Background: an optimization exercise with open tools, aiming at small area and a short achievable clock period. Do not read the settings as production practice. RTL that was checked went through simulation tests only; none was proved equivalent to the original. Power is estimated from default activity; no workload was simulated.

==> sierra: inputs <==
Design cordic, start of the top module:
module cordic (
    input wire signed [31:0] angle,
    input wire clk, reset,
    output wire signed [31:0] x, y
);
export LEC_CHECK = 0
export CAP_MARGIN = 20
export CORE_MARGIN = 2
export CORE_UTILIZATION = 40
export SETUP_SLACK_MARGIN = 2.7
export SLEW_MARGIN = 20
create_clock -name core_clock -period 5.0 [get_ports {clk}]
standard.sh (not shown) runs the stock make flow with config.mk's settings and CLKGATE_MAP_FILE= SYNTH_SCRIPT=/design/flow/synth_recipe.tcl, a recipe that flattens the netlist after the stock synthesis.
==> flow/flow/run.sh <==
#!/bin/bash
# Standard ORFS layout, except that the port buffers are plain buffers
# (buf_2) instead of the delay cells buffer_ports picks by default.
set -euo pipefail
export BUFFER_PORTS_ARGS="-buffer_cell sky130_fd_sc_hd__buf_2"
bash standard.sh finish > flow_standard.log 2>&1
==> inputs of fjord, as changes to sierra <==
SETUP_SLACK_MARGIN = 3.0   (was 2.7)
==> qor summary <==
quantity	fjord	sierra
Outcome	timing/DRC/antenna clean	timing/DRC/antenna clean
Number of iterations in the first detailed-routing pass	7	6
Overall power consumption	0.00219 W	0.00218 W
Post-placement cell area	0.00600 mm²	0.00599 mm²
Weighted congestion at the end of routability-driven global placement	0.955	1.02
Worst ir drop on vdd	0.162 mV	0.148 mV
Power dissipated in the clock network	0.000654 W	0.000762 W
Maximum single-stage delay on the critical path	0.39 ns	0.46 ns
Worst setup startpoint	angle[2]	angle[30]
Clock buffer cells	10	9
Average via count per standard cell	5.76	5.70
Non-clock buffering overhead in the final layout	0.168	0.117
Final routed wirelength across all metal layers	17100 µm	15900 µm
Starting DRT DRC Count	466	687
Worst Skew	0.00939 ns	0.00818 ns
Post-route fraction of the period consumed by the critical path	0.471	0.464
Wire length on met3	1480 µm	1370 µm
Sequential Power Share	0.401	0.403
Global-route wire length before repair	24400 µm	24300 µm
Met2 Resource Use GR	0.319	0.313
Logic power comb	0.000658 W	0.000542 W
Portion of the layout cell area used by clock cells	0.0371	0.0478

* * *

==> inputs of v21 <==
Another version of the RTL of cordic (not shown whole).
Design cordic, start of the top module:
module cordic (
    input wire signed [31:0] angle,
    input wire clk, reset,
    output wire signed [31:0] x, y
);
==> flow/config.mk <==
export PLATFORM = sky130hd
export DESIGN_NAME = cordic
export DESIGN_NICKNAME = cordic
export VERILOG_FILES = /design/flow/design.v
export SDC_FILE = /design/flow/constraint.sdc
export NUM_CORES = 4
export LEC_CHECK = 0
export ABC_AREA = 1
export CAP_MARGIN = 20
export CORE_MARGIN = 2
export CORE_UTILIZATION = 60
export CTS_BUF_LIST = sky130_fd_sc_hd__clkbuf_4 sky130_fd_sc_hd__clkbuf_8
export SETUP_SLACK_MARGIN = 2.7
export SLEW_MARGIN = 20
==> flow/constraint.sdc <==
create_clock -name core_clock -period 5.0 [get_ports {clk}]
set_input_delay 1.0000 -clock core_clock [delete_from_list [all_inputs] [get_ports {clk}]]
set_output_delay 1.0000 -clock core_clock [all_outputs]
set_load 0.01 [all_outputs]
Scripts as last shown in full above: flow/flow/run.sh
==> v25 (differences from v21) <==
ABC_AREA = unset   (was 1)
CORE_UTILIZATION = 40   (was 60)
CTS_BUF_LIST = unset   (was sky130_fd_sc_hd__clkbuf_4 sky130_fd_sc_hd__clkbuf_8)
==> notes <==
v21 passed the timing, design-rule and antenna checks. v25 completed without violations.
Critical path depth is the same in v21 and v25.
Between v21 and v25, the lower sequential power is in v21 (gap about 1%, measured against v25).
Against v25, the maximum frequency of v21 is higher by about 9%.
Between v25 and v21, the lower routed wire length is in v25 (gap 5.0%, measured against v21).
Against v21, the global-route usage of v25 is lower by 7.7 points.
In v25 the sequential share of layout area is lower than in v21, by 1.1 points.
In v21 the clock power is lower than in v25, by about 34%.
Against v25, the hold slack of v21 is better by 0.0018 ns.
Clock-buffer cell count: v21 is lower than v25 (1).
In v25 the die area is larger than in v21, by about 40%.

* * *

==> inputs of trial 81 <==
Another version of the RTL of cordic (not shown whole).
export LEC_CHECK = 0
export ABC_AREA = 1
export CAP_MARGIN = 20
export CORE_MARGIN = 2
export CORE_UTILIZATION = 60
export CTS_BUF_LIST = sky130_fd_sc_hd__clkbuf_4 sky130_fd_sc_hd__clkbuf_8
export SETUP_SLACK_MARGIN = 2.85
export SLEW_MARGIN = 20
create_clock -name core_clock -period 5.0 [get_ports {clk}]
==> flow/flow/run.sh <==
#!/bin/bash
# Standard ORFS layout, except that the port buffers are plain buffers
# (buf_1) instead of the delay cells buffer_ports picks by default.
set -euo pipefail
export BUFFER_PORTS_ARGS="-buffer_cell sky130_fd_sc_hd__buf_1"
bash standard.sh finish > flow_standard.log 2>&1
==> inputs of build 16, as changes to trial 81 <==
--- a/flow/design.v
+++ b/flow/design.v
@@ -4,15 +4,15 @@
     output wire signed [31:0] x, y
 );
 reg [2:0] vcnt;
 always @(posedge clk)
     if (reset) vcnt <= 3'd0;
     else if (vcnt != 3'd7) vcnt <= vcnt + 3'd1;
 wire [15:0] lo = angle[15:0];
-wire [11:0] w;
+wire [12:0] zo;
 wire lo_lt16387 = (~lo[15] & ~lo[14]) | (~lo[15] & lo[14] & ~lo[13] & ~lo[12] & ~lo[11] & ~lo[10] & ~lo[9] & ~lo[8] & ~lo[7] & ~lo[6] & ~lo[5] & ~lo[4] & ~lo[3] & ~lo[2] & ~lo[1]) | (~lo[15] & lo[14] & ~lo[13] & ~lo[12] & ~lo[11] & ~lo[10] & ~lo[9] & ~lo[8] & ~lo[7] & ~lo[6] & ~lo[5] & ~lo[4] & ~lo[3] & ~lo[2] & lo[1] & ~lo[0]);
 wire lo_lt32769 = (~lo[15]) | (lo[15] & ~lo[14] & ~lo[13] & ~lo[12] & ~lo[11] & ~lo[10] & ~lo[9] & ~lo[8] & ~lo[7] & ~lo[6] & ~lo[5] & ~lo[4] & ~lo[3] & ~lo[2] & ~lo[1] & ~lo[0]);
 wire lo_lt49152 = (~lo[15]) | (lo[15] & ~lo[14]);
 wire lo_lt17527 = (~lo[15] & ~lo[14]) | (~lo[15] & lo[14] & ~lo[13] & ~lo[12] & ~lo[11] & ~lo[10]) | (~lo[15] & lo[14] & ~lo[13] & ~lo[12] & ~lo[11] & lo[10] & ~lo[9] & ~lo[8] & ~lo[7] & ~lo[6]) | (~lo[15] & lo[14] & ~lo[13] & ~lo[12] & ~lo[11] & lo[10] & ~lo[9] & ~lo[8] & ~lo[7] & lo[6] & ~lo[5]) | (~lo[15] & lo[14] & ~lo[13] & ~lo[12] & ~lo[11] & lo[10] & ~lo[9] & ~lo[8] & ~lo[7] & lo[6] & lo[5] & ~lo[4]) | (~lo[15] & lo[14] & ~lo[13] & ~lo[12] & ~lo[11] & lo[10] & ~lo[9] & ~lo[8] & ~lo[7] & lo[6] & lo[5] & lo[4] & ~lo[3] & ~lo[2]) | (~lo[15] & lo[14] & ~lo[13] & ~lo[12] & ~lo[11] & lo[10] & ~lo[9] & ~lo[8] & ~lo[7] & lo[6] & lo[5] & lo[4] & ~lo[3] & lo[2] & ~lo[1]) | (~lo[15] & lo[14] & ~lo[13] & ~lo[12] & ~lo[11] & lo[10] & ~lo[9] & ~lo[8] & ~lo[7] & lo[6] & lo[5] & lo[4] & ~lo[3] & lo[2] & lo[1] & ~lo[0]);
 wire lo_lt8192 = (~lo[15] & ~lo[14] & ~lo[13]);
 wire lo_lt24577 = (~lo[15] & ~lo[14]) | (~lo[15] & lo[14] & ~lo[13]) | (~lo[15] & lo[14] & lo[13] & ~lo[12] & ~lo[11] & ~lo[10] & ~lo[9] & ~lo[8] & ~lo[7] & ~lo[6] & ~lo[5] & ~lo[4] & ~lo[3] & ~lo[2] & ~lo[1] & ~lo[0]);
 wire lo_lt40960 = (~lo[15]) | (lo[15] & ~lo[14] & ~lo[13]);
@@ -21,17 +21,20 @@
 wire lo_lt29407 = (~lo[15] & ~lo[14]) | (~lo[15] & lo[14] & ~lo[13]) | (~lo[15] & lo[14] & lo[13] & ~lo[12]) | (~lo[15] & lo[14] & lo[13] & lo[12] & ~lo[11] & ~lo[10] & ~lo[9]) | (~lo[15] & lo[14] & lo[13] & lo[12] & ~lo[11] & ~lo[10] & lo[9] & ~lo[8] & ~lo[7]) | (~lo[15] & lo[14] & lo[13] & lo[12] & ~lo[11] & ~lo[10] & lo[9] & ~lo[8] & lo[7] & ~lo[6]) | (~lo[15] & lo[14] & lo[13] & lo[12] & ~lo[11] & ~lo[10] & lo[9] & ~lo[8] & lo[7] & lo[6] & ~lo[5] & ~lo[4]) | (~lo[15] & lo[14] & lo[13] & lo[12] & ~lo[11] & ~lo[10] & lo[9] & ~lo[8] & lo[7] & lo[6] & ~lo[5] & lo[4] & ~lo[3]) | (~lo[15] & lo[14] & lo[13] & lo[12] & ~lo[11] & ~lo[10] & lo[9] & ~lo[8] & lo[7] & lo[6] & ~lo[5] & lo[4] & lo[3] & ~lo[2]) | (~lo[15] & lo[14] & lo[13] & lo[12] & ~lo[11] & ~lo[10] & lo[9] & ~lo[8] & lo[7] & lo[6] & ~lo[5] & lo[4] & lo[3] & lo[2] & ~lo[1]) | (~lo[15] & lo[14] & lo[13] & lo[12] & ~lo[11] & ~lo[10] & lo[9] & ~lo[8] & lo[7] & lo[6] & ~lo[5] & lo[4] & lo[3] & lo[2] & lo[1] & ~lo[0]);
 wire lo_lt36130 = (~lo[15]) | (lo[15] & ~lo[14] & ~lo[13] & ~lo[12] & ~lo[11]) | (lo[15] & ~lo[14] & ~lo[13] & ~lo[12] & lo[11] & ~lo[10]) | (lo[15] & ~lo[14] & ~lo[13] & ~lo[12] & lo[11] & lo[10] & ~lo[9] & ~lo[8]) | (lo[15] & ~lo[14] & ~lo[13] & ~lo[12] & lo[11] & lo[10] & ~lo[9] & lo[8] & ~lo[7] & ~lo[6] & ~lo[5]) | (lo[15] & ~lo[14] & ~lo[13] & ~lo[12] & lo[11] & lo[10] & ~lo[9] & lo[8] & ~lo[7] & ~lo[6] & lo[5] & ~lo[4] & ~lo[3] & ~lo[2] & ~lo[1]);
 wire lo_lt62174 = (~lo[15]) | (lo[15] & ~lo[14]) | (lo[15] & lo[14] & ~lo[13]) | (lo[15] & lo[14] & lo[13] & ~lo[12]) | (lo[15] & lo[14] & lo[13] & lo[12] & ~lo[11] & ~lo[10] & ~lo[9]) | (lo[15] & lo[14] & lo[13] & lo[12] & ~lo[11] & ~lo[10] & lo[9] & ~lo[8] & ~lo[7]) | (lo[15] & lo[14] & lo[13] & lo[12] & ~lo[11] & ~lo[10] & lo[9] & ~lo[8] & lo[7] & ~lo[6]) | (lo[15] & lo[14] & lo[13] & lo[12] & ~lo[11] & ~lo[10] & lo[9] & ~lo[8] & lo[7] & lo[6] & ~lo[5] & ~lo[4]) | (lo[15] & lo[14] & lo[13] & lo[12] & ~lo[11] & ~lo[10] & lo[9] & ~lo[8] & lo[7] & lo[6] & ~lo[5] & lo[4] & ~lo[3]) | (lo[15] & lo[14] & lo[13] & lo[12] & ~lo[11] & ~lo[10] & lo[9] & ~lo[8] & lo[7] & lo[6] & ~lo[5] & lo[4] & lo[3] & ~lo[2]) | (lo[15] & lo[14] & lo[13] & lo[12] & ~lo[11] & ~lo[10] & lo[9] & ~lo[8] & lo[7] & lo[6] & ~lo[5] & lo[4] & lo[3] & lo[2] & ~lo[1]);
 wire lo_lt13022 = (~lo[15] & ~lo[14] & ~lo[13]) | (~lo[15] & ~lo[14] & lo[13] & ~lo[12]) | (~lo[15] & ~lo[14] & lo[13] & lo[12] & ~lo[11] & ~lo[10] & ~lo[9]) | (~lo[15] & ~lo[14] & lo[13] & lo[12] & ~lo[11] & ~lo[10] & lo[9] & ~lo[8] & ~lo[7]) | (~lo[15] & ~lo[14] & lo[13] & lo[12] & ~lo[11] & ~lo[10] & lo[9] & ~lo[8] & lo[7] & ~lo[6]) | (~lo[15] & ~lo[14] & lo[13] & lo[12] & ~lo[11] & ~lo[10] & lo[9] & ~lo[8] & lo[7] & lo[6] & ~lo[5] & ~lo[4]) | (~lo[15] & ~lo[14] & lo[13] & lo[12] & ~lo[11] & ~lo[10] & lo[9] & ~lo[8] & lo[7] & lo[6] & ~lo[5] & lo[4] & ~lo[3]) | (~lo[15] & ~lo[14] & lo[13] & lo[12] & ~lo[11] & ~lo[10] & lo[9] & ~lo[8] & lo[7] & lo[6] & ~lo[5] & lo[4] & lo[3] & ~lo[2]) | (~lo[15] & ~lo[14] & lo[13] & lo[12] & ~lo[11] & ~lo[10] & lo[9] & ~lo[8] & lo[7] & lo[6] & ~lo[5] & lo[4] & lo[3] & lo[2] & ~lo[1]);
 wire lo_lt19747 = (~lo[15] & ~lo[14]) | (~lo[15] & lo[14] & ~lo[13] & ~lo[12] & ~lo[11]) | (~lo[15] & lo[14] & ~lo[13] & ~lo[12] & lo[11] & ~lo[10]) | (~lo[15] & lo[14] & ~lo[13] & ~lo[12] & lo[11] & lo[10] & ~lo[9] & ~lo[8]) | (~lo[15] & lo[14] & ~lo[13] & ~lo[12] & lo[11] & lo[10] & ~lo[9] & lo[8] & ~lo[7] & ~lo[6] & ~lo[5]) | (~lo[15] & lo[14] & ~lo[13] & ~lo[12] & lo[11] & lo[10] & ~lo[9] & lo[8] & ~lo[7] & ~lo[6] & lo[5] & ~lo[4] & ~lo[3] & ~lo[2] & ~lo[1]) | (~lo[15] & lo[14] & ~lo[13] & ~lo[12] & lo[11] & lo[10] & ~lo[9] & lo[8] & ~lo[7] & ~lo[6] & lo[5] & ~lo[4] & ~lo[3] & ~lo[2] & lo[1] & ~lo[0]);
 wire lo_lt45790 = (~lo[15]) | (lo[15] & ~lo[14] & ~lo[13]) | (lo[15] & ~lo[14] & lo[13] & ~lo[12]) | (lo[15] & ~lo[14] & lo[13] & lo[12] & ~lo[11] & ~lo[10] & ~lo[9]) | (lo[15] & ~lo[14] & lo[13] & lo[12] & ~lo[11] & ~lo[10] & lo[9] & ~lo[8] & ~lo[7]) | (lo[15] & ~lo[14] & lo[13] & lo[12] & ~lo[11] & ~lo[10] & lo[9] & ~lo[8] & lo[7] & ~lo[6]) | (lo[15] & ~lo[14] & lo[13] & lo[12] & ~lo[11] & ~lo[10] & lo[9] & ~lo[8] & lo[7] & lo[6] & ~lo[5] & ~lo[4]) | (lo[15] & ~lo[14] & lo[13] & lo[12] & ~lo[11] & ~lo[10] & lo[9] & ~lo[8] & lo[7] & lo[6] & ~lo[5] & lo[4] & ~lo[3]) | (lo[15] & ~lo[14] & lo[13] & lo[12] & ~lo[11] & ~lo[10] & lo[9] & ~lo[8] & lo[7] & lo[6] & ~lo[5] & lo[4] & lo[3] & ~lo[2]) | (lo[15] & ~lo[14] & lo[13] & lo[12] & ~lo[11] & ~lo[10] & lo[9] & ~lo[8] & lo[7] & lo[6] & ~lo[5] & lo[4] & lo[3] & lo[2] & ~lo[1]);
 wire lo_lt52514 = (~lo[15]) | (lo[15] & ~lo[14]) | (lo[15] & lo[14] & ~lo[13] & ~lo[12] & ~lo[11]) | (lo[15] & lo[14] & ~lo[13] & ~lo[12] & lo[11] & ~lo[10]) | (lo[15] & lo[14] & ~lo[13] & ~lo[12] & lo[11] & lo[10] & ~lo[9] & ~lo[8]) | (lo[15] & lo[14] & ~lo[13] & ~lo[12] & lo[11] & lo[10] & ~lo[9] & lo[8] & ~lo[7] & ~lo[6] & ~lo[5]) | (lo[15] & lo[14] & ~lo[13] & ~lo[12] & lo[11] & lo[10] & ~lo[9] & lo[8] & ~lo[7] & ~lo[6] & lo[5] & ~lo[4] & ~lo[3] & ~lo[2] & ~lo[1]);
-wire w_lt647 = (~w[11] & ~w[10] & ~w[9]) | (~w[11] & ~w[10] & w[9] & ~w[8] & ~w[7]) | (~w[11] & ~w[10] & w[9] & ~w[8] & w[7] & ~w[6] & ~w[5] & ~w[4] & ~w[3] & ~w[2]) | (~w[11] & ~w[10] & w[9] & ~w[8] & w[7] & ~w[6] & ~w[5] & ~w[4] & ~w[3] & w[2] & ~w[1]) | (~w[11] & ~w[10] & w[9] & ~w[8] & w[7] & ~w[6] & ~w[5] & ~w[4] & ~w[3] & w[2] & w[1] & ~w[0]);
-wire w_lt1298 = (~w[11] & ~w[10]) | (~w[11] & w[10] & ~w[9] & ~w[8]) | (~w[11] & w[10] & ~w[9] & w[8] & ~w[7] & ~w[6] & ~w[5] & ~w[4]) | (~w[11] & w[10] & ~w[9] & w[8] & ~w[7] & ~w[6] & ~w[5] & w[4] & ~w[3] & ~w[2] & ~w[1]);
-wire w_lt1949 = (~w[11] & ~w[10]) | (~w[11] & w[10] & ~w[9]) | (~w[11] & w[10] & w[9] & ~w[8]) | (~w[11] & w[10] & w[9] & w[8] & ~w[7]) | (~w[11] & w[10] & w[9] & w[8] & w[7] & ~w[6] & ~w[5] & ~w[4]) | (~w[11] & w[10] & w[9] & w[8] & w[7] & ~w[6] & ~w[5] & w[4] & ~w[3]) | (~w[11] & w[10] & w[9] & w[8] & w[7] & ~w[6] & ~w[5] & w[4] & w[3] & ~w[2]) | (~w[11] & w[10] & w[9] & w[8] & w[7] & ~w[6] & ~w[5] & w[4] & w[3] & w[2] & ~w[1] & ~w[0]);
+wire t_m1298 = (~zo[12] & ~zo[11]) | (~zo[12] & zo[11] & ~zo[10] & ~zo[9]) | (~zo[12] & zo[11] & ~zo[10] & zo[9] & ~zo[8] & ~zo[7]) | (~zo[12] & zo[11] & ~zo[10] & zo[9] & ~zo[8] & zo[7] & ~zo[6]) | (~zo[12] & zo[11] & ~zo[10] & zo[9] & ~zo[8] & zo[7] & zo[6] & ~zo[5]) | (~zo[12] & zo[11] & ~zo[10] & zo[9] & ~zo[8] & zo[7] & zo[6] & zo[5] & ~zo[4] & ~zo[3]) | (~zo[12] & zo[11] & ~zo[10] & zo[9] & ~zo[8] & zo[7] & zo[6] & zo[5] & ~zo[4] & zo[3] & ~zo[2]) | (~zo[12] & zo[11] & ~zo[10] & zo[9] & ~zo[8] & zo[7] & zo[6] & zo[5] & ~zo[4] & zo[3] & zo[2] & ~zo[1]);
+wire t_p1298 = (~zo[12]) | (zo[12] & ~zo[11] & ~zo[10]) | (zo[12] & ~zo[11] & zo[10] & ~zo[9] & ~zo[8]) | (zo[12] & ~zo[11] & zo[10] & ~zo[9] & zo[8] & ~zo[7] & ~zo[6] & ~zo[5] & ~zo[4]) | (zo[12] & ~zo[11] & zo[10] & ~zo[9] & zo[8] & ~zo[7] & ~zo[6] & ~zo[5] & zo[4] & ~zo[3] & ~zo[2] & ~zo[1]);
+wire t_m1949 = (~zo[12] & ~zo[11]) | (~zo[12] & zo[11] & ~zo[10] & ~zo[9] & ~zo[8] & ~zo[7] & ~zo[6]) | (~zo[12] & zo[11] & ~zo[10] & ~zo[9] & ~zo[8] & ~zo[7] & zo[6] & ~zo[5]) | (~zo[12] & zo[11] & ~zo[10] & ~zo[9] & ~zo[8] & ~zo[7] & zo[6] & zo[5] & ~zo[4] & ~zo[3] & ~zo[2] & ~zo[1]) | (~zo[12] & zo[11] & ~zo[10] & ~zo[9] & ~zo[8] & ~zo[7] & zo[6] & zo[5] & ~zo[4] & ~zo[3] & ~zo[2] & zo[1] & ~zo[0]);
+wire t_m647 = (~zo[12] & ~zo[11]) | (~zo[12] & zo[11] & ~zo[10]) | (~zo[12] & zo[11] & zo[10] & ~zo[9] & ~zo[8]) | (~zo[12] & zo[11] & zo[10] & ~zo[9] & zo[8] & ~zo[7] & ~zo[6]) | (~zo[12] & zo[11] & zo[10] & ~zo[9] & zo[8] & ~zo[7] & zo[6] & ~zo[5]) | (~zo[12] & zo[11] & zo[10] & ~zo[9] & zo[8] & ~zo[7] & zo[6] & zo[5] & ~zo[4]) | (~zo[12] & zo[11] & zo[10] & ~zo[9] & zo[8] & ~zo[7] & zo[6] & zo[5] & zo[4] & ~zo[3]) | (~zo[12] & zo[11] & zo[10] & ~zo[9] & zo[8] & ~zo[7] & zo[6] & zo[5] & zo[4] & zo[3] & ~zo[2] & ~zo[1] & ~zo[0]);
+wire t_p647 = (~zo[12]) | (zo[12] & ~zo[11] & ~zo[10] & ~zo[9]) | (zo[12] & ~zo[11] & ~zo[10] & zo[9] & ~zo[8] & ~zo[7]) | (zo[12] & ~zo[11] & ~zo[10] & zo[9] & ~zo[8] & zo[7] & ~zo[6] & ~zo[5] & ~zo[4] & ~zo[3] & ~zo[2]) | (zo[12] & ~zo[11] & ~zo[10] & zo[9] & ~zo[8] & zo[7] & ~zo[6] & ~zo[5] & ~zo[4] & ~zo[3] & zo[2] & ~zo[1]) | (zo[12] & ~zo[11] & ~zo[10] & zo[9] & ~zo[8] & zo[7] & ~zo[6] & ~zo[5] & ~zo[4] & ~zo[3] & zo[2] & zo[1] & ~zo[0]);
+wire t_p1949 = (~zo[12]) | (zo[12] & ~zo[11] & ~zo[10]) | (zo[12] & ~zo[11] & zo[10] & ~zo[9]) | (zo[12] & ~zo[11] & zo[10] & zo[9] & ~zo[8]) | (zo[12] & ~zo[11] & zo[10] & zo[9] & zo[8] & ~zo[7]) | (zo[12] & ~zo[11] & zo[10] & zo[9] & zo[8] & zo[7] & ~zo[6] & ~zo[5] & ~zo[4]) | (zo[12] & ~zo[11] & zo[10] & zo[9] & zo[8] & zo[7] & ~zo[6] & ~zo[5] & zo[4] & ~zo[3]) | (zo[12] & ~zo[11] & zo[10] & zo[9] & zo[8] & zo[7] & ~zo[6] & ~zo[5] & zo[4] & zo[3] & ~zo[2]) | (zo[12] & ~zo[11] & zo[10] & zo[9] & zo[8] & zo[7] & ~zo[6] & ~zo[5] & zo[4] & zo[3] & zo[2] & ~zo[1] & ~zo[0]);
 wire s   = angle[31];
 wire h0  = angle[16];
 wire zr  = (angle[30:17] == 14'd0);
 wire in_r = ~s & zr & ~h0;
 wire h1   = ~s & zr & h0;
 wire sneg = (~s & ~zr) | (s & zr & ~h0) | (h1 & ~lo_lt17527);
 wire spos = s & ~(zr & ~h0);
@@ -41,46 +44,45 @@
 wire qd = ~lo_lt49152;
 wire selA = ~in_r | qa;
 wire d1 = (selA & lo_lt8192) | (in_r & qb & ~lo_lt24577) | (in_r & qc & lo_lt40960) | (in_r & qd & ~lo_lt57344);
 wire d2y = (selA & lo_lt3362) | (in_r & qb & ~lo_lt29407) | (in_r & qc & lo_lt36130) | (in_r & qd & ~lo_lt62174);
 wire d2n = (selA & lo_lt13022) | (in_r & qb & ~lo_lt19747) | (in_r & qc & lo_lt45790) | (in_r & qd & ~lo_lt52514);
 wire d2 = d1 ? d2y : d2n;
 wire qb_s = qb & ~lo[15];                    
+wire neg = in_r & (qb_s | qd);
 wire [2:0] cls = sneg ? 3'b110 : spos ? 3'b111 : h1 ? 3'b101 :
                  (qa ? 3'b000 : qb_s ? 3'b001 : qc ? 3'b010 : qd ? 3'b011 : 3'b100);
-reg [12:0] lo_1;
+reg [14:0] lop_1;
 reg [1:0] d_1;
 reg [2:0] cls_1;
 always @(posedge clk) begin
-    lo_1  <= lo[12:0];
+    lop_1 <= lo[14:0] ^ {15{neg}};
     d_1   <= {d2, d1};
     cls_1 <= cls;
 end
-wire cin  = (cls_1 == 3'b001);
-wire neg1 = (cls_1 == 3'b001) | (cls_1 == 3'b011);
+wire cin = (cls_1 == 3'b001);
 wire [12:0] k3 = d_1[0] ? (d_1[1] ? 13'd7386 : 13'd2274) : (d_1[1] ? 13'd5918 : 13'd806);
-reg [12:0] y_2;
+reg [12:0] z3_2;
 reg [1:0] d_2;
 reg [2:0] cls_2;
 always @(posedge clk) begin
-    y_2   <= lo_1 + (k3 ^ {13{neg1}}) + {12'd0, cin ^ neg1};
+    z3_2  <= lop_1[12:0] + {12'd0, cin} + k3;
     d_2   <= d_1;
     cls_2 <= cls_1;
 end
-wire neg2 = (cls_2 == 3'b001) | (cls_2 == 3'b011);
-wire d3 = y_2[12] ^ neg2;
-assign w = y_2[11:0] ^ {12{y_2[12]}};
-wire g4 = w_lt1298;
-wire g5 = w_lt1298 ? ~w_lt647 : w_lt1949;
+assign zo = {~z3_2[12], z3_2[11:0]};       
+wire d3 = z3_2[12];
+wire d4 = d3 ? t_m1298 : t_p1298;
+wire d5 = d3 ? (d4 ? t_m1949 : t_m647) : (d4 ? t_p647 : t_p1949);
 wire sat = cls_2[2] & cls_2[1];
 wire f   = cls_2[2] & (cls_2[1] ^ cls_2[0]);
 wire [1:0] q = cls_2[2] ? {cls_2[1] | cls_2[0], 1'b1} : cls_2[1:0];
 reg [7:0] code_3, code_4, code_5, code_6, code_7;
 always @(posedge clk) begin
-    code_3 <= {q, {g5, g4, d3 ^ d_2[1], d_2[1] ^ d_2[0], d_2[0]} & {5{~sat}}, f};
+    code_3 <= {q, {d5 ^ d4, d4 ^ d3, d3 ^ d_2[1], d_2[1] ^ d_2[0], d_2[0]} & {5{~sat}}, f};
     code_4 <= code_3;
     code_5 <= code_4;
     code_6 <= code_5;
     code_7 <= code_6;
 end
 wire [9:0] x6, y6, nzx, nzy;
 cordic_tab tab (.d(code_7[5:0]), .xo(x6), .yo(y6), .nx(nzx), .ny(nzy));
SETUP_SLACK_MARGIN = 2.9   (was 2.85)
TNS_END_PERCENT = 100   (was not set)
==> run summary <==
metric                                                   trial 81        build 16
Maximum vdd drop                                         0.151 mV        0.220 mV
Total via count in the routed design                        4,331           4,368
Fraction of area in clock buffers and inverters             3.19%           3.84%
Power density cells                                   279 nW/um^2     290 nW/um^2
Wire length of the first global-routing pass       17,300 microns  17,000 microns
Status                                   timing/DRC/antenna clean  timing/DRC/antenna clean
Netlist area before placement                          5110 sq um      5020 sq um
Design Power                                              1550 uW         1570 uW
Pin slew with the least headroom to its limit            0.810 ns        0.587 ns
Switching power of the nets                                433 uW          432 uW
Die width                                            96.3 microns    95.5 microns
Fraction of standard cell area that is sequential           36.0%           37.1%
Critical path arrival                                     2.41 ns         1.01 ns
Flop+latch power                                           852 uW          848 uW
Sum of routed wire length over all layers          10,800 microns  10,400 microns
No functional check of the RTL was part of trial 81.

re-timing with driven ports:
No port has a modelled driver above. Below, the same layouts with a new extraction and two added sets of constraints. Step 1: set_driving_cell puts a clkbuf_16 on clk and a buf_2 on each other input, an assumption about the parent block. Step 2 times the ports against the registers' clock, not the clock port: input delays grow and output delays shrink by t, the midpoint of the rising clock arrivals with the driver on. a / b / c = ideal ports / drivers / drivers and shift; a / b = the first two.
run	t (ns)	slack for setup (ns)	hold slack, ns	worst slew at a driven data input, ns
sierra	0.383	2.679 / 2.679 / 2.296	0.325 / 0.325 / 0.325	0.05
fjord	0.382	2.647 / 2.666 / 2.284	0.323 / 0.323 / 0.323	0.07
v21	0.388	2.816 / 2.816 / 2.565	0.323 / 0.323 / 0.323	0.03
v25	0.378	2.613 / 2.634 / 2.256	0.322 / 0.322 / 0.322	0.04
trial 81	0.385	2.882 / 2.882 / 2.730	0.320 / 0.320 / 0.320	0.03
build 16	0.386	2.994 / 2.964 / 2.664	0.328 / 0.328 / 0.328	0.03
After both steps setup and hold are still met in every run listed. For sierra, which loses most, drivers alone change the setup slack by 0.000 ns; drivers and shift together by -0.383 ns.
